Context: an optimization exercise on an open-source flow, tuned for small area and a short achievable clock period. The choices shown serve that exercise and are no tape-out recipe.
RTL that was checked went through simulation tests only; none was proved equivalent to the original.
Only the layout flow was run in run 1; the RTL was not checked for function there.

==> flow/design.v (outline; a module is shown in full before it is edited, if it fits) <==
// module mac: 816 lines
// module fa: 4 lines
// module ha: 4 lines
// module ha1: 4 lines
// module pg: 4 lines
// module sx: 3 lines
// module bsel: 3 lines
// module bseln: 3 lines
// module booth_enc: 15 lines
// module outadd: 240 lines
// module MatMul4x4_FP16: 42 lines
module MatMul4x4_FP16 (
    input clk,
    input rst,
    input [255:0] A,
    input [255:0] B,
    output [511:0] C
);
  // ...
==> flow/flow/run.sh <==
#!/bin/bash
# Own layout flow: the standard ORFS flow (standard.sh), with
#  - the port buffers that buffer_ports inserts made plain sky130 buffers
#    (buf_1, which repair_design/repair_timing may then upsize) instead of the
#    default clkdlybuf4s50_1 delay cells;
#  - the input port buffers made buf_4 before repair_design
#    (flow/upsize_inputs.tcl, run as ORFS's PRE_RESIZE_TCL hook);
#  - any extra ORFS make variables listed in flow/extra.vars (one NAME=VALUE
#    per line) passed on the make command line.
# Everything else is the standard flow. make's output goes to flow_standard.log.
set -euo pipefail
cd "$(dirname "$0")/.."
export BUFFER_PORTS_ARGS="-buffer_cell sky130_fd_sc_hd__buf_1"
export PRE_RESIZE_TCL="$PWD/flow/upsize_inputs.tcl"
extra=""
if [[ -f flow/extra.vars ]]; then
  while read -r line; do
    [[ -z "$line" || "$line" == \#* ]] && continue
    extra+=" $line"
  done < flow/extra.vars
fi
sed "s|CLKGATE_MAP_FILE= |CLKGATE_MAP_FILE= ${extra} |" standard.sh > standard_extra.sh
cmp -s standard.sh standard_extra.sh && [[ -n "$extra" ]] && { echo "extra make variables not applied" >&2; exit 1; }
bash standard_extra.sh finish > flow_standard.log 2>&1
==> flow/flow/extra.vars <==
'DONT_USE_CELLS=sky130_fd_sc_hd__probe_p_8 sky130_fd_sc_hd__probec_p_8 sky130_fd_sc_hd__lpflow_bleeder_1 sky130_fd_sc_hd__lpflow_clkbufkapwr_1 sky130_fd_sc_hd__lpflow_clkbufkapwr_16 sky130_fd_sc_hd__lpflow_clkbufkapwr_2 sky130_fd_sc_hd__lpflow_clkbufkapwr_4 sky130_fd_sc_hd__lpflow_clkbufkapwr_8 sky130_fd_sc_hd__lpflow_clkinvkapwr_1 sky130_fd_sc_hd__lpflow_clkinvkapwr_16 sky130_fd_sc_hd__lpflow_clkinvkapwr_2 sky130_fd_sc_hd__lpflow_clkinvkapwr_4 sky130_fd_sc_hd__lpflow_clkinvkapwr_8 sky130_fd_sc_hd__lpflow_decapkapwr_12 sky130_fd_sc_hd__lpflow_decapkapwr_3 sky130_fd_sc_hd__lpflow_decapkapwr_4 sky130_fd_sc_hd__lpflow_decapkapwr_6 sky130_fd_sc_hd__lpflow_decapkapwr_8 sky130_fd_sc_hd__lpflow_inputiso0n_1 sky130_fd_sc_hd__lpflow_inputiso0p_1 sky130_fd_sc_hd__lpflow_inputiso1n_1 sky130_fd_sc_hd__lpflow_inputiso1p_1 sky130_fd_sc_hd__lpflow_inputisolatch_1 sky130_fd_sc_hd__lpflow_isobufsrc_1 sky130_fd_sc_hd__lpflow_isobufsrc_16 sky130_fd_sc_hd__lpflow_isobufsrc_2 sky130_fd_sc_hd__lpflow_isobufsrc_4 sky130_fd_sc_hd__lpflow_isobufsrc_8 sky130_fd_sc_hd__lpflow_isobufsrckapwr_16 sky130_fd_sc_hd__lpflow_lsbuf_lh_hl_isowell_tap_1 sky130_fd_sc_hd__lpflow_lsbuf_lh_hl_isowell_tap_2 sky130_fd_sc_hd__lpflow_lsbuf_lh_hl_isowell_tap_4 sky130_fd_sc_hd__lpflow_lsbuf_lh_isowell_4 sky130_fd_sc_hd__lpflow_lsbuf_lh_isowell_tap_1 sky130_fd_sc_hd__lpflow_lsbuf_lh_isowell_tap_2 sky130_fd_sc_hd__lpflow_lsbuf_lh_isowell_tap_4 sky130_fd_sc_hd__clkdlybuf4s15_1 sky130_fd_sc_hd__clkdlybuf4s15_2 sky130_fd_sc_hd__clkdlybuf4s18_1 sky130_fd_sc_hd__clkdlybuf4s18_2 sky130_fd_sc_hd__clkdlybuf4s25_1 sky130_fd_sc_hd__clkdlybuf4s25_2 sky130_fd_sc_hd__clkdlybuf4s50_1 sky130_fd_sc_hd__clkdlybuf4s50_2 sky130_fd_sc_hd__dlygate4sd1_1 sky130_fd_sc_hd__dlygate4sd2_1 sky130_fd_sc_hd__dlygate4sd3_1 sky130_fd_sc_hd__dlymetal6s2s_1 sky130_fd_sc_hd__dlymetal6s4s_1 sky130_fd_sc_hd__dlymetal6s6s_1 '
==> flow/flow/upsize_inputs.tcl <==
# Before repair_design: make each weak input port buffer (buf_1/_2, clkbuf_1/_2
# or a delay buffer) a buf_4, since these buffers drive wide fanouts.
set n 0
foreach inst [[ord::get_db_block] getInsts] {
  set name [$inst getName]
  set m [[$inst getMaster] getName]
  if {[string match "input*" $name] && [regexp {^sky130_fd_sc_hd__(buf_[12]|clkbuf_[12]|clkdlybuf\w+)$} $m]} {
    replace_cell $name sky130_fd_sc_hd__buf_4
    incr n
  }
}
puts "upsize_inputs: $n input buffers made buf_4"
==> flow/standard.sh <==
#!/bin/bash
# synth_recipe.tcl (not shown) runs the flow's synth.tcl, then flattens the netlist and writes it again
# the make line also repeats each setting of config.mk as NAME=value (left out here)
make -C /OpenROAD-flow-scripts/flow DESIGN_CONFIG=/design/flow/config.mk WORK_HOME=/design/flow/orfs CLKGATE_MAP_FILE= SYNTH_SCRIPT=/design/flow/synth_recipe.tcl "${@:-finish}"
==> flow/config.mk <==
export PLATFORM = sky130hd
export DESIGN_NAME = MatMul4x4_FP16
export DESIGN_NICKNAME = MatMul4x4_FP16
export VERILOG_FILES = /design/flow/design.v
export SDC_FILE = /design/flow/constraint.sdc
export NUM_CORES = 4
export LEC_CHECK = 0
export CAP_MARGIN = 20
export CORE_MARGIN = 2
export CORE_UTILIZATION = 50
export SETUP_SLACK_MARGIN = 2.8
export SLEW_MARGIN = 20
export SYNTH_HIERARCHICAL = 1
export SYNTH_MINIMUM_KEEP_SIZE = 0
==> flow/constraint.sdc <==
create_clock -name core_clock -period 8.0 [get_ports {clk}]
set_input_delay 1.6000 -clock core_clock [delete_from_list [all_inputs] [get_ports {clk}]]
set_output_delay 1.6000 -clock core_clock [all_outputs]
set_load 0.01 [all_outputs]
==> qor.txt, run 1 <==
Drc violations: 0
Die width: 561 um
Routed Antenna Nets: 0
GR Layer Usage met2: 45.3%
Flop-to-flop setup slack: 4870 ps
WL per Instance: 28.2 um
Min Tclk post-route: 5220 ps
Commonest non-fill, non-tap cell in the layout: fa_1
Worst-Margin Slew: 1240 ps
Critical R2R Launch: Kr[5][16]$_DFF_PP0_
IO buf count: 641
DP Worst Slack: 1890 ps
Clock transition at the registers of the reported paths: 60 ps
Root buf cell: clkbuf_16
Final worst slack: 2780 ps
Final net count: 16630
Global route total overflow: 0
Setup crit start: Sr[10][7]$_DFF_PP0_
Status: no timing/DRC/antenna violations
CP peak stage delay: 450 ps
Multi-input logic area: 116000 um^2
M1 GR Usage: 41.6%
GR peak layer: met2
CTS tree: done
Post-DP HPWL: 362 mm
Starting density of the core: 50.3%
Core area: 309000 um^2
Drt first pass iters: 8
Post-route non-filler standard cell count: 17070
Most frequent cells in the layout: fa_1 (2336), xnor2_1 (2064), a22oi_1 (1632)
# rows: 204
Area post-placement: 149000 um^2
Largest net degree at the start of global routing: 145
CP top delay family: compound AO/OA/AOI/OAI gates
CP max FO: 5
Largest cell class by area: multi-input gates
==> module MatMul4x4_FP16, before the edit <==
module MatMul4x4_FP16 (
    input clk,
    input rst,
    input [255:0] A,
    input [255:0] B,
    output [511:0] C
);
    localparam [31:0] KMASK = 32'b11111111111111111111111111100000;
    reg  [31:0] Sr [0:3][0:3];
    reg  [31:0] Kr [0:3][0:3];
    reg         Kc [0:3][0:3];
    wire        Kcn [0:3][0:3];
    wire [31:0] Sn [0:3][0:3];
    wire [31:0] Kn [0:3][0:3];
    genvar gi, gj;
    generate
        for (gi = 0; gi < 4; gi = gi + 1) begin : g_row
            for (gj = 0; gj < 4; gj = gj + 1) begin : g_col
                wire [7:0] one, two, neg;
                booth_enc u_enc (.b(B[(12+gj)*16 +: 16]), .one(one), .two(two), .neg(neg));
                mac u_mac (.a(A[(gi*4+3)*16 +: 16]), .one(one), .two(two), .neg(neg),
                           .accs(Sr[gi][gj]), .acck(Kr[gi][gj] & KMASK), .kc(Kc[gi][gj]),
                           .sn(Sn[gi][gj]), .kn(Kn[gi][gj]), .kcn(Kcn[gi][gj]));
                always @(posedge clk or posedge rst) begin
                    if (rst) begin
                        Sr[gi][gj] <= 32'd0;
                        Kr[gi][gj] <= 32'd0;
                        Kc[gi][gj] <= 1'b0;
                    end else begin
                        Sr[gi][gj] <= Sn[gi][gj];
                        Kr[gi][gj] <= Kn[gi][gj] & KMASK;
                        Kc[gi][gj] <= Kcn[gi][gj];
                    end
                end
                wire [31:0] kk = Kr[gi][gj] & KMASK;
                assign C[(gi*4+gj)*32 +: 5] = Sr[gi][gj][4:0];
                outadd u_out (.x(Sr[gi][gj][31:5]), .y(kk[31:5]), .ci(Kc[gi][gj]),
                              .s(C[(gi*4+gj)*32+5 +: 27]));
            end
        end
    endgenerate
endmodule
==> run 2, diff against run 1 <==
--- a/flow/design.v
+++ b/flow/design.v
@@ -352,18 +352,18 @@
   wire c342;
   wire s343;
   wire c344;
   wire s345;
   wire c346;
   wire s347;
   wire c348;
   wire s349;
-  wire c350;
-  wire s351;
+  wire s350;
+  wire c351;
   wire s352;
   wire c353;
   wire s354;
   wire c355;
   wire s356;
   wire c357;
   wire s358;
   wire c359;
@@ -411,18 +411,18 @@
   wire c401;
   wire s402;
   wire c403;
   wire s404;
   wire c405;
   wire s406;
   wire c407;
   wire s408;
-  wire c409;
-  wire s410;
+  wire s409;
+  wire c410;
   wire s411;
   wire c412;
   wire s413;
   wire c414;
   wire s415;
   wire c416;
   wire s417;
   wire c418;
@@ -474,18 +474,16 @@
   wire c464;
   wire s465;
   wire c466;
   wire s467;
   wire c468;
   wire s469;
   wire c470;
   wire s471;
-  wire c472;
-  wire s473;
   assign pp1 = (one[0] & a[0]) ^ neg[0];
   assign pp2 = (((one[0] & a[1]) | (two[0] & a[0])) ^ neg[0]);
   assign pp3 = (((one[0] & a[2]) | (two[0] & a[1])) ^ neg[0]);
   assign pp4 = (((one[0] & a[3]) | (two[0] & a[2])) ^ neg[0]);
   assign pp5 = (((one[0] & a[4]) | (two[0] & a[3])) ^ neg[0]);
   assign pp6 = (((one[0] & a[5]) | (two[0] & a[4])) ^ neg[0]);
   assign pp7 = (((one[0] & a[6]) | (two[0] & a[5])) ^ neg[0]);
   assign pp8 = (((one[0] & a[7]) | (two[0] & a[6])) ^ neg[0]);
@@ -673,128 +671,127 @@
   ha u_s242 (.a(pp82), .b(pp97), .s(s242), .co(c243));
   fa u_s244 (.a(acck[22]), .b(accs[22]), .ci(pp113), .s(s244), .co(c245));
   fa u_s246 (.a(pp128), .b(pp68), .ci(pp83), .s(s246), .co(c247));
   fa u_s248 (.a(acck[23]), .b(accs[23]), .ci(1'b1), .s(s248), .co(c249));
   ha u_s250 (.a(pp114), .b(pp129), .s(s250), .co(c251));
   fa u_s252 (.a(acck[24]), .b(accs[24]), .ci(pp100), .s(s252), .co(c253));
   assign s254 = ~acck[25];
   ha u_s255 (.a(accs[4]), .b(neg[2]), .s(s255), .co(c256));
-  fa u_s257 (.a(acck[5]), .b(accs[5]), .ci(kc), .s(s257), .co(c258));
-  ha u_s259 (.a(pp21), .b(pp36), .s(s259), .co(c260));
-  fa u_s261 (.a(s160), .b(neg[3]), .ci(pp22), .s(s261), .co(c262));
-  fa u_s263 (.a(pp37), .b(pp52), .ci(pp7), .s(s263), .co(c264));
-  fa u_s265 (.a(c161), .b(s162), .ci(pp23), .s(s265), .co(c266));
-  fa u_s267 (.a(pp38), .b(pp53), .ci(pp8), .s(s267), .co(c268));
-  fa u_s269 (.a(c163), .b(pp54), .ci(pp69), .s(s269), .co(c270));
-  fa u_s271 (.a(pp9), .b(s164), .ci(s166), .s(s271), .co(c272));
-  fa u_s273 (.a(pp55), .b(pp70), .ci(c165), .s(s273), .co(c274));
-  fa u_s275 (.a(c167), .b(s170), .ci(s168), .s(s275), .co(c276));
-  fa u_s277 (.a(pp86), .b(s172), .ci(c171), .s(s277), .co(c278));
-  fa u_s279 (.a(s176), .b(c169), .ci(s174), .s(s279), .co(c280));
-  fa u_s281 (.a(c173), .b(c177), .ci(s182), .s(s281), .co(c282));
-  fa u_s283 (.a(c175), .b(s178), .ci(s180), .s(s283), .co(c284));
-  fa u_s285 (.a(c183), .b(c179), .ci(c181), .s(s285), .co(c286));
-  fa u_s287 (.a(s184), .b(s186), .ci(s188), .s(s287), .co(c288));
-  fa u_s289 (.a(c185), .b(c187), .ci(c189), .s(s289), .co(c290));
-  fa u_s291 (.a(s190), .b(s192), .ci(s194), .s(s291), .co(c292));
-  fa u_s293 (.a(c191), .b(c193), .ci(c195), .s(s293), .co(c294));
-  fa u_s295 (.a(s196), .b(s198), .ci(s200), .s(s295), .co(c296));
-  fa u_s297 (.a(c197), .b(c199), .ci(s202), .s(s297), .co(c298));
-  fa u_s299 (.a(s204), .b(c201), .ci(s206), .s(s299), .co(c300));
-  fa u_s301 (.a(c203), .b(s208), .ci(s210), .s(s301), .co(c302));
-  fa u_s303 (.a(c205), .b(c207), .ci(s212), .s(s303), .co(c304));
-  fa u_s305 (.a(c209), .b(c211), .ci(s214), .s(s305), .co(c306));
-  fa u_s307 (.a(s216), .b(s218), .ci(c213), .s(s307), .co(c308));
-  fa u_s309 (.a(c215), .b(c217), .ci(s220), .s(s309), .co(c310));
-  fa u_s311 (.a(s222), .b(c219), .ci(s224), .s(s311), .co(c312));
-  fa u_s313 (.a(c221), .b(c223), .ci(s226), .s(s313), .co(c314));
-  fa u_s315 (.a(s228), .b(s230), .ci(c225), .s(s315), .co(c316));
-  fa u_s317 (.a(s232), .b(c227), .ci(c229), .s(s317), .co(c318));
-  fa u_s319 (.a(s234), .b(s236), .ci(c231), .s(s319), .co(c320));
-  fa u_s321 (.a(c233), .b(s238), .ci(s242), .s(s321), .co(c322));
-  fa u_s323 (.a(c235), .b(c237), .ci(s240), .s(s323), .co(c324));
-  fa u_s325 (.a(c239), .b(pp98), .ci(c243), .s(s325), .co(c326));
-  fa u_s327 (.a(c241), .b(s244), .ci(s246), .s(s327), .co(c328));
-  fa u_s329 (.a(s248), .b(pp84), .ci(pp99), .s(s329), .co(c330));
-  fa u_s331 (.a(s250), .b(c245), .ci(c247), .s(s331), .co(c332));
-  fa u_s333 (.a(c249), .b(pp115), .ci(pp130), .s(s333), .co(c334));
-  fa u_s335 (.a(pp85), .b(c251), .ci(s252), .s(s335), .co(c336));
-  fa u_s337 (.a(accs[25]), .b(s254), .ci(pp101), .s(s337), .co(c338));
-  fa u_s339 (.a(pp116), .b(pp131), .ci(c253), .s(s339), .co(c340));
-  fa u_s341 (.a(acck[25]), .b(acck[26]), .ci(accs[26]), .s(s341), .co(c342));
-  fa u_s343 (.a(pp102), .b(pp117), .ci(pp132), .s(s343), .co(c344));
-  fa u_s345 (.a(acck[27]), .b(accs[27]), .ci(1'b1), .s(s345), .co(c346));
-  ha u_s347 (.a(pp118), .b(pp133), .s(s347), .co(c348));
-  fa u_s349 (.a(acck[28]), .b(accs[28]), .ci(pp119), .s(s349), .co(c350));
-  assign s351 = ~acck[29];
-  ha u_s352 (.a(accs[2]), .b(neg[1]), .s(s352), .co(c353));
-  ha u_s354 (.a(accs[3]), .b(pp19), .s(s354), .co(c355));
-  fa u_s356 (.a(pp20), .b(pp35), .ci(pp5), .s(s356), .co(c357));
-  fa u_s358 (.a(s257), .b(c256), .ci(pp6), .s(s358), .co(c359));
-  fa u_s360 (.a(c258), .b(c260), .ci(s261), .s(s360), .co(c361));
-  fa u_s362 (.a(c262), .b(c264), .ci(s265), .s(s362), .co(c363));
-  fa u_s364 (.a(c266), .b(c268), .ci(s269), .s(s364), .co(c365));
-  fa u_s366 (.a(c270), .b(s273), .ci(c272), .s(s366), .co(c367));
-  fa u_s368 (.a(c274), .b(s277), .ci(c276), .s(s368), .co(c369));
-  fa u_s370 (.a(c278), .b(s281), .ci(c280), .s(s370), .co(c371));
-  fa u_s372 (.a(c282), .b(s285), .ci(c284), .s(s372), .co(c373));
-  fa u_s374 (.a(c286), .b(s289), .ci(c288), .s(s374), .co(c375));
-  fa u_s376 (.a(c290), .b(s293), .ci(c292), .s(s376), .co(c377));
-  fa u_s378 (.a(c294), .b(s297), .ci(c296), .s(s378), .co(c379));
-  fa u_s380 (.a(c298), .b(s301), .ci(c300), .s(s380), .co(c381));
-  fa u_s382 (.a(c302), .b(s305), .ci(c304), .s(s382), .co(c383));
-  fa u_s384 (.a(c306), .b(s309), .ci(c308), .s(s384), .co(c385));
-  fa u_s386 (.a(c310), .b(s313), .ci(c312), .s(s386), .co(c387));
-  fa u_s388 (.a(s317), .b(c314), .ci(c316), .s(s388), .co(c389));
-  fa u_s390 (.a(s321), .b(c318), .ci(s323), .s(s390), .co(c391));
-  fa u_s392 (.a(s325), .b(c322), .ci(c324), .s(s392), .co(c393));
-  fa u_s394 (.a(s329), .b(c326), .ci(s331), .s(s394), .co(c395));
-  fa u_s396 (.a(c330), .b(s333), .ci(c332), .s(s396), .co(c397));
-  fa u_s398 (.a(c334), .b(s337), .ci(s339), .s(s398), .co(c399));
-  fa u_s400 (.a(s341), .b(c338), .ci(s343), .s(s400), .co(c401));
-  fa u_s402 (.a(c342), .b(s345), .ci(s347), .s(s402), .co(c403));
-  fa u_s404 (.a(c346), .b(pp134), .ci(c348), .s(s404), .co(c405));
-  fa u_s406 (.a(accs[29]), .b(s351), .ci(pp135), .s(s406), .co(c407));
-  fa u_s408 (.a(acck[29]), .b(acck[30]), .ci(accs[30]), .s(s408), .co(c409));
-  assign s410 = ~acck[31];
-  ha u_s411 (.a(accs[0]), .b(neg[0]), .s(s411), .co(c412));
-  ha u_s413 (.a(accs[1]), .b(pp2), .s(s413), .co(c414));
-  fa u_s415 (.a(pp18), .b(pp3), .ci(s352), .s(s415), .co(c416));
-  fa u_s417 (.a(c353), .b(pp4), .ci(s354), .s(s417), .co(c418));
-  fa u_s419 (.a(s255), .b(c355), .ci(s356), .s(s419), .co(c420));
-  fa u_s421 (.a(s259), .b(c357), .ci(s358), .s(s421), .co(c422));
-  fa u_s423 (.a(c359), .b(s263), .ci(s360), .s(s423), .co(c424));
-  fa u_s425 (.a(s267), .b(c361), .ci(s362), .s(s425), .co(c426));
-  fa u_s427 (.a(s271), .b(c363), .ci(s364), .s(s427), .co(c428));
-  fa u_s429 (.a(c365), .b(s275), .ci(s366), .s(s429), .co(c430));
-  fa u_s431 (.a(s279), .b(c367), .ci(s368), .s(s431), .co(c432));
-  fa u_s433 (.a(s283), .b(c369), .ci(s370), .s(s433), .co(c434));
-  fa u_s435 (.a(s287), .b(c371), .ci(s372), .s(s435), .co(c436));
-  fa u_s437 (.a(s291), .b(c373), .ci(s374), .s(s437), .co(c438));
-  fa u_s439 (.a(s295), .b(c375), .ci(s376), .s(s439), .co(c440));
-  fa u_s441 (.a(c377), .b(s299), .ci(s378), .s(s441), .co(c442));
-  fa u_s443 (.a(s303), .b(c379), .ci(s380), .s(s443), .co(c444));
-  fa u_s445 (.a(s307), .b(c381), .ci(s382), .s(s445), .co(c446));
-  fa u_s447 (.a(s311), .b(c383), .ci(s384), .s(s447), .co(c448));
-  fa u_s449 (.a(s315), .b(c385), .ci(s386), .s(s449), .co(c450));
-  fa u_s451 (.a(s319), .b(c387), .ci(s388), .s(s451), .co(c452));
-  fa u_s453 (.a(c320), .b(s390), .ci(c389), .s(s453), .co(c454));
-  fa u_s455 (.a(s327), .b(c391), .ci(s392), .s(s455), .co(c456));
-  fa u_s457 (.a(c328), .b(c393), .ci(s394), .s(s457), .co(c458));
-  fa u_s459 (.a(s335), .b(c395), .ci(s396), .s(s459), .co(c460));
-  fa u_s461 (.a(c336), .b(c397), .ci(s398), .s(s461), .co(c462));
-  fa u_s463 (.a(c340), .b(s400), .ci(c399), .s(s463), .co(c464));
-  fa u_s465 (.a(c344), .b(s402), .ci(c401), .s(s465), .co(c466));
-  fa u_s467 (.a(s349), .b(s404), .ci(c403), .s(s467), .co(c468));
-  fa u_s469 (.a(c350), .b(s406), .ci(c405), .s(s469), .co(c470));
-  fa u_s471 (.a(s408), .b(pp136), .ci(c407), .s(s471), .co(c472));
-  assign s473 = accs[31] ^ s410 ^ c409;
-  wire [31:0] x = {c472, c470, c468, c466, c464, c462, c460, c458, c456, c454, c452, c450, c448, c446, c444, c442, c440, c438, c436, c434, c432, c430, c428, c426, c424, c422, c420, c418, c416, c414, c412, s411};
-  wire [31:0] y = {s473, s471, s469, s467, s465, s463, s461, s459, s457, s455, s453, s451, s449, s447, s445, s443, s441, s439, s437, s435, s433, s431, s429, s427, s425, s423, s421, s419, s417, s415, s413, pp1};
+  fa u_s257 (.a(accs[5]), .b(kc), .ci(pp21), .s(s257), .co(c258));
+  fa u_s259 (.a(s160), .b(neg[3]), .ci(pp22), .s(s259), .co(c260));
+  ha u_s261 (.a(pp37), .b(pp52), .s(s261), .co(c262));
+  fa u_s263 (.a(c161), .b(s162), .ci(pp23), .s(s263), .co(c264));
+  fa u_s265 (.a(pp38), .b(pp53), .ci(pp8), .s(s265), .co(c266));
+  fa u_s267 (.a(c163), .b(pp54), .ci(pp69), .s(s267), .co(c268));
+  fa u_s269 (.a(pp9), .b(s164), .ci(s166), .s(s269), .co(c270));
+  fa u_s271 (.a(pp55), .b(pp70), .ci(c165), .s(s271), .co(c272));
+  fa u_s273 (.a(c167), .b(s170), .ci(s168), .s(s273), .co(c274));
+  fa u_s275 (.a(pp86), .b(s172), .ci(c171), .s(s275), .co(c276));
+  fa u_s277 (.a(s176), .b(c169), .ci(s174), .s(s277), .co(c278));
+  fa u_s279 (.a(c173), .b(c177), .ci(s182), .s(s279), .co(c280));
+  fa u_s281 (.a(c175), .b(s178), .ci(s180), .s(s281), .co(c282));
+  fa u_s283 (.a(c183), .b(c179), .ci(c181), .s(s283), .co(c284));
+  fa u_s285 (.a(s184), .b(s186), .ci(s188), .s(s285), .co(c286));
+  fa u_s287 (.a(c185), .b(c187), .ci(c189), .s(s287), .co(c288));
+  fa u_s289 (.a(s190), .b(s192), .ci(s194), .s(s289), .co(c290));
+  fa u_s291 (.a(c191), .b(c193), .ci(c195), .s(s291), .co(c292));
+  fa u_s293 (.a(s196), .b(s198), .ci(s200), .s(s293), .co(c294));
+  fa u_s295 (.a(c197), .b(c199), .ci(s202), .s(s295), .co(c296));
+  fa u_s297 (.a(s204), .b(c201), .ci(s206), .s(s297), .co(c298));
+  fa u_s299 (.a(c203), .b(s208), .ci(s210), .s(s299), .co(c300));
+  fa u_s301 (.a(c205), .b(c207), .ci(s212), .s(s301), .co(c302));
+  fa u_s303 (.a(c209), .b(c211), .ci(s214), .s(s303), .co(c304));
+  fa u_s305 (.a(s216), .b(s218), .ci(c213), .s(s305), .co(c306));
+  fa u_s307 (.a(c215), .b(c217), .ci(s220), .s(s307), .co(c308));
+  fa u_s309 (.a(s222), .b(c219), .ci(s224), .s(s309), .co(c310));
+  fa u_s311 (.a(c221), .b(c223), .ci(s226), .s(s311), .co(c312));
+  fa u_s313 (.a(s228), .b(s230), .ci(c225), .s(s313), .co(c314));
+  fa u_s315 (.a(s232), .b(c227), .ci(c229), .s(s315), .co(c316));
+  fa u_s317 (.a(s234), .b(s236), .ci(c231), .s(s317), .co(c318));
+  fa u_s319 (.a(c233), .b(s238), .ci(s242), .s(s319), .co(c320));
+  fa u_s321 (.a(c235), .b(c237), .ci(s240), .s(s321), .co(c322));
+  fa u_s323 (.a(c239), .b(pp98), .ci(c243), .s(s323), .co(c324));
+  fa u_s325 (.a(c241), .b(s244), .ci(s246), .s(s325), .co(c326));
+  fa u_s327 (.a(s248), .b(pp84), .ci(pp99), .s(s327), .co(c328));
+  fa u_s329 (.a(s250), .b(c245), .ci(c247), .s(s329), .co(c330));
+  fa u_s331 (.a(c249), .b(pp115), .ci(pp130), .s(s331), .co(c332));
+  fa u_s333 (.a(pp85), .b(c251), .ci(s252), .s(s333), .co(c334));
+  fa u_s335 (.a(accs[25]), .b(s254), .ci(pp101), .s(s335), .co(c336));
+  fa u_s337 (.a(pp116), .b(pp131), .ci(c253), .s(s337), .co(c338));
+  fa u_s339 (.a(acck[25]), .b(acck[26]), .ci(accs[26]), .s(s339), .co(c340));
+  fa u_s341 (.a(pp102), .b(pp117), .ci(pp132), .s(s341), .co(c342));
+  fa u_s343 (.a(acck[27]), .b(accs[27]), .ci(1'b1), .s(s343), .co(c344));
+  ha u_s345 (.a(pp118), .b(pp133), .s(s345), .co(c346));
+  fa u_s347 (.a(acck[28]), .b(accs[28]), .ci(pp119), .s(s347), .co(c348));
+  assign s349 = ~acck[29];
+  ha u_s350 (.a(accs[2]), .b(neg[1]), .s(s350), .co(c351));
+  ha u_s352 (.a(accs[3]), .b(pp19), .s(s352), .co(c353));
+  fa u_s354 (.a(pp20), .b(pp35), .ci(pp5), .s(s354), .co(c355));
+  fa u_s356 (.a(c256), .b(pp36), .ci(pp6), .s(s356), .co(c357));
+  fa u_s358 (.a(pp7), .b(s261), .ci(c258), .s(s358), .co(c359));
+  fa u_s360 (.a(c262), .b(c260), .ci(s263), .s(s360), .co(c361));
+  fa u_s362 (.a(c264), .b(c266), .ci(s267), .s(s362), .co(c363));
+  fa u_s364 (.a(c268), .b(s271), .ci(c270), .s(s364), .co(c365));
+  fa u_s366 (.a(c272), .b(s275), .ci(c274), .s(s366), .co(c367));
+  fa u_s368 (.a(c276), .b(s279), .ci(c278), .s(s368), .co(c369));
+  fa u_s370 (.a(c280), .b(s283), .ci(c282), .s(s370), .co(c371));
+  fa u_s372 (.a(c284), .b(s287), .ci(c286), .s(s372), .co(c373));
+  fa u_s374 (.a(c288), .b(s291), .ci(c290), .s(s374), .co(c375));
+  fa u_s376 (.a(c292), .b(s295), .ci(c294), .s(s376), .co(c377));
+  fa u_s378 (.a(c296), .b(s299), .ci(c298), .s(s378), .co(c379));
+  fa u_s380 (.a(c300), .b(s303), .ci(c302), .s(s380), .co(c381));
+  fa u_s382 (.a(c304), .b(s307), .ci(c306), .s(s382), .co(c383));
+  fa u_s384 (.a(c308), .b(s311), .ci(c310), .s(s384), .co(c385));
+  fa u_s386 (.a(s315), .b(c312), .ci(c314), .s(s386), .co(c387));
+  fa u_s388 (.a(s319), .b(c316), .ci(s321), .s(s388), .co(c389));
+  fa u_s390 (.a(s323), .b(c320), .ci(c322), .s(s390), .co(c391));
+  fa u_s392 (.a(s327), .b(c324), .ci(s329), .s(s392), .co(c393));
+  fa u_s394 (.a(c328), .b(s331), .ci(c330), .s(s394), .co(c395));
+  fa u_s396 (.a(c332), .b(s335), .ci(s337), .s(s396), .co(c397));
+  fa u_s398 (.a(s339), .b(c336), .ci(s341), .s(s398), .co(c399));
+  fa u_s400 (.a(c340), .b(s343), .ci(s345), .s(s400), .co(c401));
+  fa u_s402 (.a(c344), .b(pp134), .ci(c346), .s(s402), .co(c403));
+  fa u_s404 (.a(accs[29]), .b(s349), .ci(pp135), .s(s404), .co(c405));
+  fa u_s406 (.a(acck[29]), .b(acck[30]), .ci(accs[30]), .s(s406), .co(c407));
+  assign s408 = ~acck[31];
+  ha u_s409 (.a(accs[0]), .b(neg[0]), .s(s409), .co(c410));
+  ha u_s411 (.a(accs[1]), .b(pp2), .s(s411), .co(c412));
+  fa u_s413 (.a(pp18), .b(pp3), .ci(s350), .s(s413), .co(c414));
+  fa u_s415 (.a(c351), .b(pp4), .ci(s352), .s(s415), .co(c416));
+  fa u_s417 (.a(s255), .b(c353), .ci(s354), .s(s417), .co(c418));
+  fa u_s419 (.a(c355), .b(s257), .ci(s356), .s(s419), .co(c420));
+  fa u_s421 (.a(c357), .b(s259), .ci(s358), .s(s421), .co(c422));
+  fa u_s423 (.a(s265), .b(c359), .ci(s360), .s(s423), .co(c424));
+  fa u_s425 (.a(s269), .b(c361), .ci(s362), .s(s425), .co(c426));
+  fa u_s427 (.a(c363), .b(s273), .ci(s364), .s(s427), .co(c428));
+  fa u_s429 (.a(s277), .b(c365), .ci(s366), .s(s429), .co(c430));
+  fa u_s431 (.a(s281), .b(c367), .ci(s368), .s(s431), .co(c432));
+  fa u_s433 (.a(s285), .b(c369), .ci(s370), .s(s433), .co(c434));
+  fa u_s435 (.a(s289), .b(c371), .ci(s372), .s(s435), .co(c436));
+  fa u_s437 (.a(s293), .b(c373), .ci(s374), .s(s437), .co(c438));
+  fa u_s439 (.a(c375), .b(s297), .ci(s376), .s(s439), .co(c440));
+  fa u_s441 (.a(s301), .b(c377), .ci(s378), .s(s441), .co(c442));
+  fa u_s443 (.a(s305), .b(c379), .ci(s380), .s(s443), .co(c444));
+  fa u_s445 (.a(s309), .b(c381), .ci(s382), .s(s445), .co(c446));
+  fa u_s447 (.a(s313), .b(c383), .ci(s384), .s(s447), .co(c448));
+  fa u_s449 (.a(s317), .b(c385), .ci(s386), .s(s449), .co(c450));
+  fa u_s451 (.a(c318), .b(s388), .ci(c387), .s(s451), .co(c452));
+  fa u_s453 (.a(s325), .b(c389), .ci(s390), .s(s453), .co(c454));
+  fa u_s455 (.a(c326), .b(c391), .ci(s392), .s(s455), .co(c456));
+  fa u_s457 (.a(s333), .b(c393), .ci(s394), .s(s457), .co(c458));
+  fa u_s459 (.a(c334), .b(c395), .ci(s396), .s(s459), .co(c460));
+  fa u_s461 (.a(c338), .b(s398), .ci(c397), .s(s461), .co(c462));
+  fa u_s463 (.a(c342), .b(s400), .ci(c399), .s(s463), .co(c464));
+  fa u_s465 (.a(s347), .b(s402), .ci(c401), .s(s465), .co(c466));
+  fa u_s467 (.a(c348), .b(s404), .ci(c403), .s(s467), .co(c468));
+  fa u_s469 (.a(s406), .b(pp136), .ci(c405), .s(s469), .co(c470));
+  assign s471 = accs[31] ^ s408 ^ c407;
+  wire [31:0] x = {c470, c468, c466, c464, c462, c460, c458, c456, c454, c452, c450, c448, c446, c444, c442, c440, c438, c436, c434, c432, c430, c428, c426, c424, c422, c420, c418, c416, c414, c412, c410, s409};
+  wire [31:0] y = {s471, s469, s467, s465, s463, s461, s459, s457, s455, s453, s451, s449, s447, s445, s443, s441, s439, s437, s435, s433, s431, s429, s427, s425, s423, s421, s419, s417, s415, s413, s411, pp1};
   wire [4:0] lx = x[4:0];
   wire [4:0] ly = y[4:0];
   wire [4:0] ls;
   wire [4:0] lp, lg;
   pg u_lpg0 (.x(lx[0]), .y(ly[0]), .p(lp[0]), .g(lg[0]));
   pg u_lpg1 (.x(lx[1]), .y(ly[1]), .p(lp[1]), .g(lg[1]));
   pg u_lpg2 (.x(lx[2]), .y(ly[2]), .p(lp[2]), .g(lg[2]));
   pg u_lpg3 (.x(lx[3]), .y(ly[3]), .p(lp[3]), .g(lg[3]));
@@ -806,18 +803,72 @@
   wire lG4 = lG2 | (lP2 & lG1);
   wire lG5 = lg[4] | (lp[4] & lG4);
   assign ls[0] = lp[0];
   sx u_lsx1 (.p(lp[1]), .c(lg[0]), .s(ls[1]));
   sx u_lsx2 (.p(lp[2]), .c(lG1), .s(ls[2]));
   sx u_lsx3 (.p(lp[3]), .c(lG3), .s(ls[3]));
   sx u_lsx4 (.p(lp[4]), .c(lG4), .s(ls[4]));
   assign kcn = lG5;
-  assign sn = {x[31:5], ls};
-  assign kn = {y[31:5], 5'd0};
+  wire hp5, hg5;
+  pg u_hpg5 (.x(x[5]), .y(y[5]), .p(hp5), .g(hg5));
+  wire hp6, hg6;
+  pg u_hpg6 (.x(x[6]), .y(y[6]), .p(hp6), .g(hg6));
+  wire hp7, hg7;
+  pg u_hpg7 (.x(x[7]), .y(y[7]), .p(hp7), .g(hg7));
+  wire hp8, hg8;
+  pg u_hpg8 (.x(x[8]), .y(y[8]), .p(hp8), .g(hg8));
+  wire hp9, hg9;
+  pg u_hpg9 (.x(x[9]), .y(y[9]), .p(hp9), .g(hg9));
+  wire hp10, hg10;
+  pg u_hpg10 (.x(x[10]), .y(y[10]), .p(hp10), .g(hg10));
+  wire hp11, hg11;
+  pg u_hpg11 (.x(x[11]), .y(y[11]), .p(hp11), .g(hg11));
+  wire hp12, hg12;
+  pg u_hpg12 (.x(x[12]), .y(y[12]), .p(hp12), .g(hg12));
+  wire hp13, hg13;
+  pg u_hpg13 (.x(x[13]), .y(y[13]), .p(hp13), .g(hg13));
+  wire hp14, hg14;
+  pg u_hpg14 (.x(x[14]), .y(y[14]), .p(hp14), .g(hg14));
+  wire hp15, hg15;
+  pg u_hpg15 (.x(x[15]), .y(y[15]), .p(hp15), .g(hg15));
+  wire hp16, hg16;
+  pg u_hpg16 (.x(x[16]), .y(y[16]), .p(hp16), .g(hg16));
+  wire hp17, hg17;
+  pg u_hpg17 (.x(x[17]), .y(y[17]), .p(hp17), .g(hg17));
+  wire hp18, hg18;
+  pg u_hpg18 (.x(x[18]), .y(y[18]), .p(hp18), .g(hg18));
+  wire hp19, hg19;
+  pg u_hpg19 (.x(x[19]), .y(y[19]), .p(hp19), .g(hg19));
+  wire hp20, hg20;
+  pg u_hpg20 (.x(x[20]), .y(y[20]), .p(hp20), .g(hg20));
+  wire hp21, hg21;
+  pg u_hpg21 (.x(x[21]), .y(y[21]), .p(hp21), .g(hg21));
+  wire hp22, hg22;
+  pg u_hpg22 (.x(x[22]), .y(y[22]), .p(hp22), .g(hg22));
+  wire hp23, hg23;
+  pg u_hpg23 (.x(x[23]), .y(y[23]), .p(hp23), .g(hg23));
+  wire hp24, hg24;
+  pg u_hpg24 (.x(x[24]), .y(y[24]), .p(hp24), .g(hg24));
+  wire hp25, hg25;
+  pg u_hpg25 (.x(x[25]), .y(y[25]), .p(hp25), .g(hg25));
+  wire hp26, hg26;
+  pg u_hpg26 (.x(x[26]), .y(y[26]), .p(hp26), .g(hg26));
+  wire hp27, hg27;
+  pg u_hpg27 (.x(x[27]), .y(y[27]), .p(hp27), .g(hg27));
+  wire hp28, hg28;
+  pg u_hpg28 (.x(x[28]), .y(y[28]), .p(hp28), .g(hg28));
+  wire hp29, hg29;
+  pg u_hpg29 (.x(x[29]), .y(y[29]), .p(hp29), .g(hg29));
+  wire hp30, hg30;
+  pg u_hpg30 (.x(x[30]), .y(y[30]), .p(hp30), .g(hg30));
+  wire hp31, hg31;
+  pg u_hpg31 (.x(x[31]), .y(y[31]), .p(hp31), .g(hg31));
+  assign sn = {hp31, hp30, hp29, hp28, hp27, hp26, hp25, hp24, hp23, hp22, hp21, hp20, hp19, hp18, hp17, hp16, hp15, hp14, hp13, hp12, hp11, hp10, hp9, hp8, hp7, hp6, hp5, ls[4], ls[3], ls[2], ls[1], ls[0]};
+  assign kn = {hg30, hg29, hg28, hg27, hg26, hg25, hg24, hg23, hg22, hg21, hg20, hg19, hg18, hg17, hg16, hg15, hg14, hg13, hg12, hg11, hg10, hg9, hg8, hg7, hg6, hg5, 1'b0, 1'b0, 1'b0, 1'b0, 1'b0, 1'b0};
 endmodule
 module fa (input a, input b, input ci, output s, output co);
   assign s = a ^ b ^ ci;
   assign co = (a & b) | (a & ci) | (b & ci);
 endmodule
 module ha (input a, input b, output s, output co);
   assign s = a ^ b;
   assign co = a & b;
@@ -849,264 +900,148 @@
     wire b0 = bb[2*k];
     wire b1 = bb[2*k+1];
     wire b2 = bb[2*k+2];
     assign one[k] = b1 ^ b0;
     assign two[k] = (b2 & ~b1 & ~b0) | (~b2 & b1 & b0);
     assign neg[k] = b2 & ~(b1 & b0);
   end endgenerate
 endmodule
-module outadd (input [26:0] x, input [26:0] y, input ci, output [26:0] s);
-  wire [26:0] p, g;
-  pg u_pg0 (.x(x[0]), .y(y[0]), .p(p[0]), .g(g[0]));
-  pg u_pg1 (.x(x[1]), .y(y[1]), .p(p[1]), .g(g[1]));
-  pg u_pg2 (.x(x[2]), .y(y[2]), .p(p[2]), .g(g[2]));
-  pg u_pg3 (.x(x[3]), .y(y[3]), .p(p[3]), .g(g[3]));
-  pg u_pg4 (.x(x[4]), .y(y[4]), .p(p[4]), .g(g[4]));
-  pg u_pg5 (.x(x[5]), .y(y[5]), .p(p[5]), .g(g[5]));
-  pg u_pg6 (.x(x[6]), .y(y[6]), .p(p[6]), .g(g[6]));
-  pg u_pg7 (.x(x[7]), .y(y[7]), .p(p[7]), .g(g[7]));
-  pg u_pg8 (.x(x[8]), .y(y[8]), .p(p[8]), .g(g[8]));
-  pg u_pg9 (.x(x[9]), .y(y[9]), .p(p[9]), .g(g[9]));
-  pg u_pg10 (.x(x[10]), .y(y[10]), .p(p[10]), .g(g[10]));
-  pg u_pg11 (.x(x[11]), .y(y[11]), .p(p[11]), .g(g[11]));
-  pg u_pg12 (.x(x[12]), .y(y[12]), .p(p[12]), .g(g[12]));
-  pg u_pg13 (.x(x[13]), .y(y[13]), .p(p[13]), .g(g[13]));
-  pg u_pg14 (.x(x[14]), .y(y[14]), .p(p[14]), .g(g[14]));
-  pg u_pg15 (.x(x[15]), .y(y[15]), .p(p[15]), .g(g[15]));
-  pg u_pg16 (.x(x[16]), .y(y[16]), .p(p[16]), .g(g[16]));
-  pg u_pg17 (.x(x[17]), .y(y[17]), .p(p[17]), .g(g[17]));
-  pg u_pg18 (.x(x[18]), .y(y[18]), .p(p[18]), .g(g[18]));
-  pg u_pg19 (.x(x[19]), .y(y[19]), .p(p[19]), .g(g[19]));
-  pg u_pg20 (.x(x[20]), .y(y[20]), .p(p[20]), .g(g[20]));
-  pg u_pg21 (.x(x[21]), .y(y[21]), .p(p[21]), .g(g[21]));
-  pg u_pg22 (.x(x[22]), .y(y[22]), .p(p[22]), .g(g[22]));
-  pg u_pg23 (.x(x[23]), .y(y[23]), .p(p[23]), .g(g[23]));
-  pg u_pg24 (.x(x[24]), .y(y[24]), .p(p[24]), .g(g[24]));
-  pg u_pg25 (.x(x[25]), .y(y[25]), .p(p[25]), .g(g[25]));
-  pg u_pg26 (.x(x[26]), .y(y[26]), .p(p[26]), .g(g[26]));
+module outadd (input [26:0] p, input [26:0] g, input ci, output [26:0] s);
   wire g0c = g[0] | (p[0] & ci);
-  wire G1 = g[26] | (p[26] & g[25]);
-  wire P1 = p[26] & p[25];
-  wire G2 = g[25] | (p[25] & g[24]);
-  wire P2 = p[25] & p[24];
-  wire G3 = g[24] | (p[24] & g[23]);
-  wire P3 = p[24] & p[23];
-  wire G4 = g[23] | (p[23] & g[22]);
-  wire P4 = p[23] & p[22];
-  wire G5 = g[22] | (p[22] & g[21]);
-  wire P5 = p[22] & p[21];
-  wire G6 = g[21] | (p[21] & g[20]);
-  wire P6 = p[21] & p[20];
-  wire G7 = g[20] | (p[20] & g[19]);
-  wire P7 = p[20] & p[19];
-  wire G8 = g[19] | (p[19] & g[18]);
-  wire P8 = p[19] & p[18];
-  wire G9 = g[18] | (p[18] & g[17]);
-  wire P9 = p[18] & p[17];
-  wire G10 = g[17] | (p[17] & g[16]);
-  wire P10 = p[17] & p[16];
-  wire G11 = g[16] | (p[16] & g[15]);
-  wire P11 = p[16] & p[15];
-  wire G12 = g[15] | (p[15] & g[14]);
-  wire P12 = p[15] & p[14];
-  wire G13 = g[14] | (p[14] & g[13]);
-  wire P13 = p[14] & p[13];
-  wire G14 = g[13] | (p[13] & g[12]);
-  wire P14 = p[13] & p[12];
-  wire G15 = g[12] | (p[12] & g[11]);
-  wire P15 = p[12] & p[11];
-  wire G16 = g[11] | (p[11] & g[10]);
-  wire P16 = p[11] & p[10];
-  wire G17 = g[10] | (p[10] & g[9]);
-  wire P17 = p[10] & p[9];
-  wire G18 = g[9] | (p[9] & g[8]);
-  wire P18 = p[9] & p[8];
-  wire G19 = g[8] | (p[8] & g[7]);
-  wire P19 = p[8] & p[7];
-  wire G20 = g[7] | (p[7] & g[6]);
-  wire P20 = p[7] & p[6];
-  wire G21 = g[6] | (p[6] & g[5]);
-  wire P21 = p[6] & p[5];
-  wire G22 = g[5] | (p[5] & g[4]);
-  wire P22 = p[5] & p[4];
-  wire G23 = g[4] | (p[4] & g[3]);
-  wire P23 = p[4] & p[3];
-  wire G24 = g[3] | (p[3] & g[2]);
-  wire P24 = p[3] & p[2];
-  wire G25 = g[2] | (p[2] & g[1]);
-  wire P25 = p[2] & p[1];
-  wire G26 = g[1] | (p[1] & g0c);
-  wire G27 = G1 | (P1 & G3);
-  wire P27 = P1 & P3;
-  wire G28 = G2 | (P2 & G4);
-  wire P28 = P2 & P4;
-  wire G29 = G3 | (P3 & G5);
-  wire P29 = P3 & P5;
-  wire G30 = G4 | (P4 & G6);
-  wire P30 = P4 & P6;
-  wire G31 = G5 | (P5 & G7);
-  wire P31 = P5 & P7;
-  wire G32 = G6 | (P6 & G8);
-  wire P32 = P6 & P8;
-  wire G33 = G7 | (P7 & G9);
-  wire P33 = P7 & P9;
-  wire G34 = G8 | (P8 & G10);
-  wire P34 = P8 & P10;
-  wire G35 = G9 | (P9 & G11);
-  wire P35 = P9 & P11;
-  wire G36 = G10 | (P10 & G12);
-  wire P36 = P10 & P12;
-  wire G37 = G11 | (P11 & G13);
-  wire P37 = P11 & P13;
-  wire G38 = G12 | (P12 & G14);
-  wire P38 = P12 & P14;
-  wire G39 = G13 | (P13 & G15);
-  wire P39 = P13 & P15;
-  wire G40 = G14 | (P14 & G16);
-  wire P40 = P14 & P16;
-  wire G41 = G15 | (P15 & G17);
-  wire P41 = P15 & P17;
-  wire G42 = G16 | (P16 & G18);
-  wire P42 = P16 & P18;
-  wire G43 = G17 | (P17 & G19);
-  wire P43 = P17 & P19;
-  wire G44 = G18 | (P18 & G20);
-  wire P44 = P18 & P20;
-  wire G45 = G19 | (P19 & G21);
-  wire P45 = P19 & P21;
-  wire G46 = G20 | (P20 & G22);
-  wire P46 = P20 & P22;
-  wire G47 = G21 | (P21 & G23);
-  wire P47 = P21 & P23;
-  wire G48 = G22 | (P22 & G24);
-  wire P48 = P22 & P24;
-  wire G49 = G23 | (P23 & G25);
-  wire P49 = P23 & P25;
-  wire G50 = G24 | (P24 & G26);
-  wire G51 = G25 | (P25 & g0c);
-  wire G52 = G27 | (P27 & G31);
-  wire P52 = P27 & P31;
-  wire G53 = G28 | (P28 & G32);
-  wire P53 = P28 & P32;
-  wire G54 = G29 | (P29 & G33);
-  wire P54 = P29 & P33;
-  wire G55 = G30 | (P30 & G34);
-  wire P55 = P30 & P34;
-  wire G56 = G31 | (P31 & G35);
-  wire P56 = P31 & P35;
-  wire G57 = G32 | (P32 & G36);
-  wire P57 = P32 & P36;
-  wire G58 = G33 | (P33 & G37);
-  wire P58 = P33 & P37;
-  wire G59 = G34 | (P34 & G38);
-  wire P59 = P34 & P38;
-  wire G60 = G35 | (P35 & G39);
-  wire P60 = P35 & P39;
-  wire G61 = G36 | (P36 & G40);
-  wire P61 = P36 & P40;
-  wire G62 = G37 | (P37 & G41);
-  wire P62 = P37 & P41;
-  wire G63 = G38 | (P38 & G42);
-  wire P63 = P38 & P42;
-  wire G64 = G39 | (P39 & G43);
-  wire P64 = P39 & P43;
-  wire G65 = G40 | (P40 & G44);
-  wire P65 = P40 & P44;
-  wire G66 = G41 | (P41 & G45);
-  wire P66 = P41 & P45;
-  wire G67 = G42 | (P42 & G46);
-  wire P67 = P42 & P46;
-  wire G68 = G43 | (P43 & G47);
-  wire P68 = P43 & P47;
-  wire G69 = G44 | (P44 & G48);
-  wire P69 = P44 & P48;
-  wire G70 = G45 | (P45 & G49);
-  wire P70 = P45 & P49;
-  wire G71 = G46 | (P46 & G50);
-  wire G72 = G47 | (P47 & G51);
-  wire G73 = G48 | (P48 & G26);
-  wire G74 = G49 | (P49 & g0c);
-  wire G75 = G52 | (P52 & G60);
-  wire P75 = P52 & P60;
-  wire G76 = G53 | (P53 & G61);
-  wire P76 = P53 & P61;
-  wire G77 = G54 | (P54 & G62);
-  wire P77 = P54 & P62;
-  wire G78 = G55 | (P55 & G63);
-  wire P78 = P55 & P63;
-  wire G79 = G56 | (P56 & G64);
-  wire P79 = P56 & P64;
-  wire G80 = G57 | (P57 & G65);
-  wire P80 = P57 & P65;
-  wire G81 = G58 | (P58 & G66);
-  wire P81 = P58 & P66;
-  wire G82 = G59 | (P59 & G67);
-  wire P82 = P59 & P67;
-  wire G83 = G60 | (P60 & G68);
-  wire P83 = P60 & P68;
-  wire G84 = G61 | (P61 & G69);
-  wire P84 = P61 & P69;
-  wire G85 = G62 | (P62 & G70);
-  wire P85 = P62 & P70;
-  wire G86 = G63 | (P63 & G71);
-  wire G87 = G64 | (P64 & G72);
-  wire G88 = G65 | (P65 & G73);
-  wire G89 = G66 | (P66 & G74);
-  wire G90 = G67 | (P67 & G50);
-  wire G91 = G68 | (P68 & G51);
-  wire G92 = G69 | (P69 & G26);
-  wire G93 = G70 | (P70 & g0c);
-  wire G94 = G75 | (P75 & G91);
-  wire G95 = G76 | (P76 & G92);
-  wire G96 = G77 | (P77 & G93);
-  wire G97 = G78 | (P78 & G71);
-  wire G98 = G79 | (P79 & G72);
-  wire G99 = G80 | (P80 & G73);
-  wire G100 = G81 | (P81 & G74);
-  wire G101 = G82 | (P82 & G50);
-  wire G102 = G83 | (P83 & G51);
-  wire G103 = G84 | (P84 & G26);
-  wire G104 = G85 | (P85 & g0c);
+  wire G1 = g[1] | (p[1] & g0c);
+  wire G2 = g[3] | (p[3] & g[2]);
+  wire P2 = p[3] & p[2];
+  wire G3 = g[5] | (p[5] & g[4]);
+  wire P3 = p[5] & p[4];
+  wire G4 = g[7] | (p[7] & g[6]);
+  wire P4 = p[7] & p[6];
+  wire G5 = g[9] | (p[9] & g[8]);
+  wire P5 = p[9] & p[8];
+  wire G6 = g[11] | (p[11] & g[10]);
+  wire P6 = p[11] & p[10];
+  wire G7 = g[13] | (p[13] & g[12]);
+  wire P7 = p[13] & p[12];
+  wire G8 = g[15] | (p[15] & g[14]);
+  wire P8 = p[15] & p[14];
+  wire G9 = g[17] | (p[17] & g[16]);
+  wire P9 = p[17] & p[16];
+  wire G10 = g[19] | (p[19] & g[18]);
+  wire P10 = p[19] & p[18];
+  wire G11 = g[21] | (p[21] & g[20]);
+  wire P11 = p[21] & p[20];
+  wire G12 = g[23] | (p[23] & g[22]);
+  wire P12 = p[23] & p[22];
+  wire G13 = g[25] | (p[25] & g[24]);
+  wire P13 = p[25] & p[24];
+  wire G14 = g[2] | (p[2] & G1);
+  wire G15 = G2 | (P2 & G1);
+  wire G16 = g[6] | (p[6] & G3);
+  wire P16 = p[6] & P3;
+  wire G17 = G4 | (P4 & G3);
+  wire P17 = P4 & P3;
+  wire G18 = g[10] | (p[10] & G5);
+  wire P18 = p[10] & P5;
+  wire G19 = G6 | (P6 & G5);
+  wire P19 = P6 & P5;
+  wire G20 = g[14] | (p[14] & G7);
+  wire P20 = p[14] & P7;
+  wire G21 = G8 | (P8 & G7);
+  wire P21 = P8 & P7;
+  wire G22 = g[18] | (p[18] & G9);
+  wire P22 = p[18] & P9;
+  wire G23 = G10 | (P10 & G9);
+  wire P23 = P10 & P9;
+  wire G24 = g[22] | (p[22] & G11);
+  wire P24 = p[22] & P11;
+  wire G25 = G12 | (P12 & G11);
+  wire P25 = P12 & P11;
+  wire G26 = g[26] | (p[26] & G13);
+  wire P26 = p[26] & P13;
+  wire G27 = g[4] | (p[4] & G15);
+  wire G28 = G3 | (P3 & G15);
+  wire G29 = G16 | (P16 & G15);
+  wire G30 = G17 | (P17 & G15);
+  wire G31 = g[12] | (p[12] & G19);
+  wire P31 = p[12] & P19;
+  wire G32 = G7 | (P7 & G19);
+  wire P32 = P7 & P19;
+  wire G33 = G20 | (P20 & G19);
+  wire P33 = P20 & P19;
+  wire G34 = G21 | (P21 & G19);
+  wire P34 = P21 & P19;
+  wire G35 = g[20] | (p[20] & G23);
+  wire P35 = p[20] & P23;
+  wire G36 = G11 | (P11 & G23);
+  wire P36 = P11 & P23;
+  wire G37 = G24 | (P24 & G23);
+  wire P37 = P24 & P23;
+  wire G38 = G25 | (P25 & G23);
+  wire P38 = P25 & P23;
+  wire G39 = g[8] | (p[8] & G30);
+  wire G40 = G5 | (P5 & G30);
+  wire G41 = G18 | (P18 & G30);
+  wire G42 = G19 | (P19 & G30);
+  wire G43 = G31 | (P31 & G30);
+  wire G44 = G32 | (P32 & G30);
+  wire G45 = G33 | (P33 & G30);
+  wire G46 = G34 | (P34 & G30);
+  wire G47 = g[24] | (p[24] & G38);
+  wire P47 = p[24] & P38;
+  wire G48 = G13 | (P13 & G38);
+  wire P48 = P13 & P38;
+  wire G49 = G26 | (P26 & G38);
+  wire P49 = P26 & P38;
+  wire G50 = g[16] | (p[16] & G46);
+  wire G51 = G9 | (P9 & G46);
+  wire G52 = G22 | (P22 & G46);
+  wire G53 = G23 | (P23 & G46);
+  wire G54 = G35 | (P35 & G46);
+  wire G55 = G36 | (P36 & G46);
+  wire G56 = G37 | (P37 & G46);
+  wire G57 = G38 | (P38 & G46);
+  wire G58 = G47 | (P47 & G46);
+  wire G59 = G48 | (P48 & G46);
+  wire G60 = G49 | (P49 & G46);
   sx u_sx0 (.p(p[0]), .c(ci), .s(s[0]));
   sx u_sx1 (.p(p[1]), .c(g0c), .s(s[1]));
-  sx u_sx2 (.p(p[2]), .c(G26), .s(s[2]));
-  sx u_sx3 (.p(p[3]), .c(G51), .s(s[3]));
-  sx u_sx4 (.p(p[4]), .c(G50), .s(s[4]));
-  sx u_sx5 (.p(p[5]), .c(G74), .s(s[5]));
-  sx u_sx6 (.p(p[6]), .c(G73), .s(s[6]));
-  sx u_sx7 (.p(p[7]), .c(G72), .s(s[7]));
-  sx u_sx8 (.p(p[8]), .c(G71), .s(s[8]));
-  sx u_sx9 (.p(p[9]), .c(G93), .s(s[9]));
-  sx u_sx10 (.p(p[10]), .c(G92), .s(s[10]));
-  sx u_sx11 (.p(p[11]), .c(G91), .s(s[11]));
-  sx u_sx12 (.p(p[12]), .c(G90), .s(s[12]));
-  sx u_sx13 (.p(p[13]), .c(G89), .s(s[13]));
-  sx u_sx14 (.p(p[14]), .c(G88), .s(s[14]));
-  sx u_sx15 (.p(p[15]), .c(G87), .s(s[15]));
-  sx u_sx16 (.p(p[16]), .c(G86), .s(s[16]));
-  sx u_sx17 (.p(p[17]), .c(G104), .s(s[17]));
-  sx u_sx18 (.p(p[18]), .c(G103), .s(s[18]));
-  sx u_sx19 (.p(p[19]), .c(G102), .s(s[19]));
-  sx u_sx20 (.p(p[20]), .c(G101), .s(s[20]));
-  sx u_sx21 (.p(p[21]), .c(G100), .s(s[21]));
-  sx u_sx22 (.p(p[22]), .c(G99), .s(s[22]));
-  sx u_sx23 (.p(p[23]), .c(G98), .s(s[23]));
-  sx u_sx24 (.p(p[24]), .c(G97), .s(s[24]));
-  sx u_sx25 (.p(p[25]), .c(G96), .s(s[25]));
-  sx u_sx26 (.p(p[26]), .c(G95), .s(s[26]));
+  sx u_sx2 (.p(p[2]), .c(G1), .s(s[2]));
+  sx u_sx3 (.p(p[3]), .c(G14), .s(s[3]));
+  sx u_sx4 (.p(p[4]), .c(G15), .s(s[4]));
+  sx u_sx5 (.p(p[5]), .c(G27), .s(s[5]));
+  sx u_sx6 (.p(p[6]), .c(G28), .s(s[6]));
+  sx u_sx7 (.p(p[7]), .c(G29), .s(s[7]));
+  sx u_sx8 (.p(p[8]), .c(G30), .s(s[8]));
+  sx u_sx9 (.p(p[9]), .c(G39), .s(s[9]));
+  sx u_sx10 (.p(p[10]), .c(G40), .s(s[10]));
+  sx u_sx11 (.p(p[11]), .c(G41), .s(s[11]));
+  sx u_sx12 (.p(p[12]), .c(G42), .s(s[12]));
+  sx u_sx13 (.p(p[13]), .c(G43), .s(s[13]));
+  sx u_sx14 (.p(p[14]), .c(G44), .s(s[14]));
+  sx u_sx15 (.p(p[15]), .c(G45), .s(s[15]));
+  sx u_sx16 (.p(p[16]), .c(G46), .s(s[16]));
+  sx u_sx17 (.p(p[17]), .c(G50), .s(s[17]));
+  sx u_sx18 (.p(p[18]), .c(G51), .s(s[18]));
+  sx u_sx19 (.p(p[19]), .c(G52), .s(s[19]));
+  sx u_sx20 (.p(p[20]), .c(G53), .s(s[20]));
+  sx u_sx21 (.p(p[21]), .c(G54), .s(s[21]));
+  sx u_sx22 (.p(p[22]), .c(G55), .s(s[22]));
+  sx u_sx23 (.p(p[23]), .c(G56), .s(s[23]));
+  sx u_sx24 (.p(p[24]), .c(G57), .s(s[24]));
+  sx u_sx25 (.p(p[25]), .c(G58), .s(s[25]));
+  sx u_sx26 (.p(p[26]), .c(G59), .s(s[26]));
 endmodule
 module MatMul4x4_FP16 (
     input clk,
     input rst,
     input [255:0] A,
     input [255:0] B,
     output [511:0] C
 );
-    localparam [31:0] KMASK = 32'b11111111111111111111111111100000;
+    localparam [31:0] KMASK = 32'b11111111111111111111111111000000;
     reg  [31:0] Sr [0:3][0:3];
     reg  [31:0] Kr [0:3][0:3];
     reg         Kc [0:3][0:3];
     wire        Kcn [0:3][0:3];
     wire [31:0] Sn [0:3][0:3];
     wire [31:0] Kn [0:3][0:3];
     genvar gi, gj;
     generate
@@ -1125,14 +1060,14 @@
                     end else begin
                         Sr[gi][gj] <= Sn[gi][gj];
                         Kr[gi][gj] <= Kn[gi][gj] & KMASK;
                         Kc[gi][gj] <= Kcn[gi][gj];
                     end
                 end
                 wire [31:0] kk = Kr[gi][gj] & KMASK;
                 assign C[(gi*4+gj)*32 +: 5] = Sr[gi][gj][4:0];
-                outadd u_out (.x(Sr[gi][gj][31:5]), .y(kk[31:5]), .ci(Kc[gi][gj]),
+                outadd u_out (.p(Sr[gi][gj][31:5]), .g({1'b0, kk[31:6]}), .ci(Kc[gi][gj]),
                               .s(C[(gi*4+gj)*32+5 +: 27]));
             end
         end
     endgenerate
 endmodule
==> flow/config.mk (replaced) <==
export PLATFORM = sky130hd
export DESIGN_NAME = MatMul4x4_FP16
export DESIGN_NICKNAME = MatMul4x4_FP16
export VERILOG_FILES = /design/flow/design.v
export SDC_FILE = /design/flow/constraint.sdc
export NUM_CORES = 4
export LEC_CHECK = 0
export CAP_MARGIN = 20
export CORE_MARGIN = 2
export CORE_UTILIZATION = 58
export PLACE_DENSITY = 0.68
export SETUP_SLACK_MARGIN = 2.8
export SLEW_MARGIN = 20
export SYNTH_HIERARCHICAL = 1
export SYNTH_MINIMUM_KEEP_SIZE = 0
==> run 2 against run 1 <==
Global-route usage rose by 3.8 points; fmax barely moved; highest routed layer unchanged.
==> qor.txt, run 2 <==
Filler cell count: 21478
Placed cell count: 15465
Total routed wirelength: 449 mm
Fmax: 191 MHz
CP Launch Type: flip-flop
WP data required: 6400 ps
Longest Clk Path Bufs: 3
Slew Limit Fails: 0
Post-layout util: 57.8%
Worst-Margin Slew: 1220 ps (-24.7 ps)
GP Congestion: 0.962
Critical path class: flip-flop to output pin
HP Class: flip-flop to flip-flop
Max FFs per register: 512
Final hold vios: 0
Routed Antenna Nets: 0 (unchanged)
Most frequent cells in the layout: fa_1 (2320), xnor2_1 (2064), a22oi_1 (1616)
Drc violations: 0 (unchanged)
CP max FO: 4 (-1)
TNS Setup: 0 ps
Most flops, register: Sr
Post-route non-filler standard cell count: 15756 (-7.7%)
Hold_buf cts: 0
Max cap viols: 0
Die ar.: 264000 um^2
CP Capture Type: output pin
Largest net degree at the start of global routing: 125 (-14%)
Syn Area/Cell: 11.5 um^2
Global route total overflow: 0 (unchanged)
Layout cells sized above 1: 10.1%
Final worst slack: 2780 ps (-1.03 ps)
Yosys warns: 13
DP Worst Slack: 1670 ps (-219 ps)
Cells after Synth: 13057
CP arrival: 3620 ps
Mapped Area: 151000 um^2
# rows: 187 (-8.3%)
Min Tclk post-route: 5220 ps (+1.03 ps)
WL per Instance: 28.5 um (+1.1%)
Final setup vio count: 0
Core area: 259000 um^2 (-16%)
Clock skew: 49.0 ps
Die width: 514 um (-8.5%)
IO buf count: 641 (unchanged)
RSZ-0062 raised after global routing: true
All-Layer GR Usage: 34.4%
Tcrit/Tclk final: 65.3%
Final net count: 16007 (-3.7%)
Slew Limit Headroom: 18.6%
First-pass GRT wire length: 686 mm
CTS tree: done
Status: no timing/DRC/antenna violations
Drt first pass iters: 7 (-1)
Area Growth Syn to Fin: -0.696%
CTS sink count: 944
Clock transition at the registers of the reported paths: 60 ps (about the same)
Commonest non-fill, non-tap cell in the layout: fa_1
TritonCTS buffer count: 132
Vias in the first global route: 109565
Worst skew pair latency: 820 ps
Root buf cell: clkbuf_16
I/O pins: 1026
Die H: 514 um
Biggest regs: Sr (512), Kr (416), Kc (16)
Starting density of the core: 58.2% (+7.9 points)
Initial antenna violation count: 31
Vias post-DR: 101529
Vias/cell: 6.44
CTS H-tree lvls: 4
Initial DRC count: 10907
Post-DP HPWL: 336 mm (-7.4%)
run 2: final timing paths:
kind	slack (ps)	startpoint	to	depth (start not counted)
worst min-delay path	630	Sr[3][0]$_DFF_PP0_	Sr[3][0]$_DFF_PP0_	2
max in group asynchronous	5130	rst	Kr[4][12]$_DFF_PP0_	4
worst max-delay path	2780	Sr[0][8]$_DFF_PP0_	C[12]	8
min in group asynchronous	1000	rst	Kr[15][6]$_DFF_PP0_	2
worst max register to register	4530	Sr[9][16]$_DFF_PP0_	Sr[9][16]$_DFF_PP0_	6
worst min register to register	630	Sr[3][0]$_DFF_PP0_	Sr[3][0]$_DFF_PP0_	2
run 2: worst max-delay path, stage by stage, from the launching register on:
cell and delay, ps:
dfrtp_1 450, and2_4 180, a221oi_2 400, nand2_1 150
a21o_1 230, a21o_1 210, a21o_1 190, xor2_1 770
buf_1 240
run 2: repair_timing:
| action | 4_1_cts | 5_1_grt |
|---|---|---|
| setup endpoints to repair | 151 | 290 |
| pin swaps | 1 | 14 |
| setup buffers | 4 | 26 |
| resized for setup | 26 | 112 |
| cloned | 0 | 0 |
run 2: cell type report:
class	instances	area, um^2	share of cell area [%]
Antenna cell	21	52.6	0.0351
Clock buffer	186	3860	2.58
Clock inverter	52	677	0.452
Inverter	161	608	0.406
Multi-Input combinational cell	9904	111000	74.4
Sequential cell	944	23600	15.8
Tap cell	3402	4260	2.85
Timing Repair Buffer	1086	5240	3.50
run 2: metal layers:
metal | track usage, % | share of wire, % | up-vias
li1 | - | - | 41890
met1 | 45.0 | 38 | 52586
met2 | 50.4 | 44 | 5900
met3 | 12.9 | 13 | 1135
met4 | 16.1 | 5.2 | 18
met5 | 0 | 0.025 | -
run 2: through the flow:
step,area [um^2],hold WS [ps]
finish,150000,629
global route,150000,654
CTS,149000,635
detailed placement,144000,621
global placement,144000,597
floorplan,151000,678

[afterwards: timing with drivers on the ports]
No port has a modelled driver above. Below, the same layouts with a new extraction and two added sets of constraints. Step 1 sets driving cells, clkbuf_16 on the clock port and buf_2 on the other inputs (assumed; they add their load-dependent delay and slew). Step 2 times the ports against the registers' clock, not the clock port: input delays grow and output delays shrink by t, the midpoint of the rising clock arrivals with the driver on. Three values: ideal ports, drivers, drivers and shift; two values: the first two.
run | t (ns) | setup slack, ns | worst hold slack (ns) | worst setup path after step 2 | worst data-port slew with drivers (ns)
run 1 | 0.929 | 2.778 / 2.676 / 1.909 | 0.466 / 0.466 / 0.466 | input to register | 0.13
run 2 | 0.898 | 2.777 / 2.677 / 1.898 | 0.629 / 0.629 / 0.629 | input to register | 0.20
After both steps every run listed still meets setup and hold. The setup slack of run 2, which loses most, moves by -0.100 ns with the drivers and by -0.879 ns with both steps.
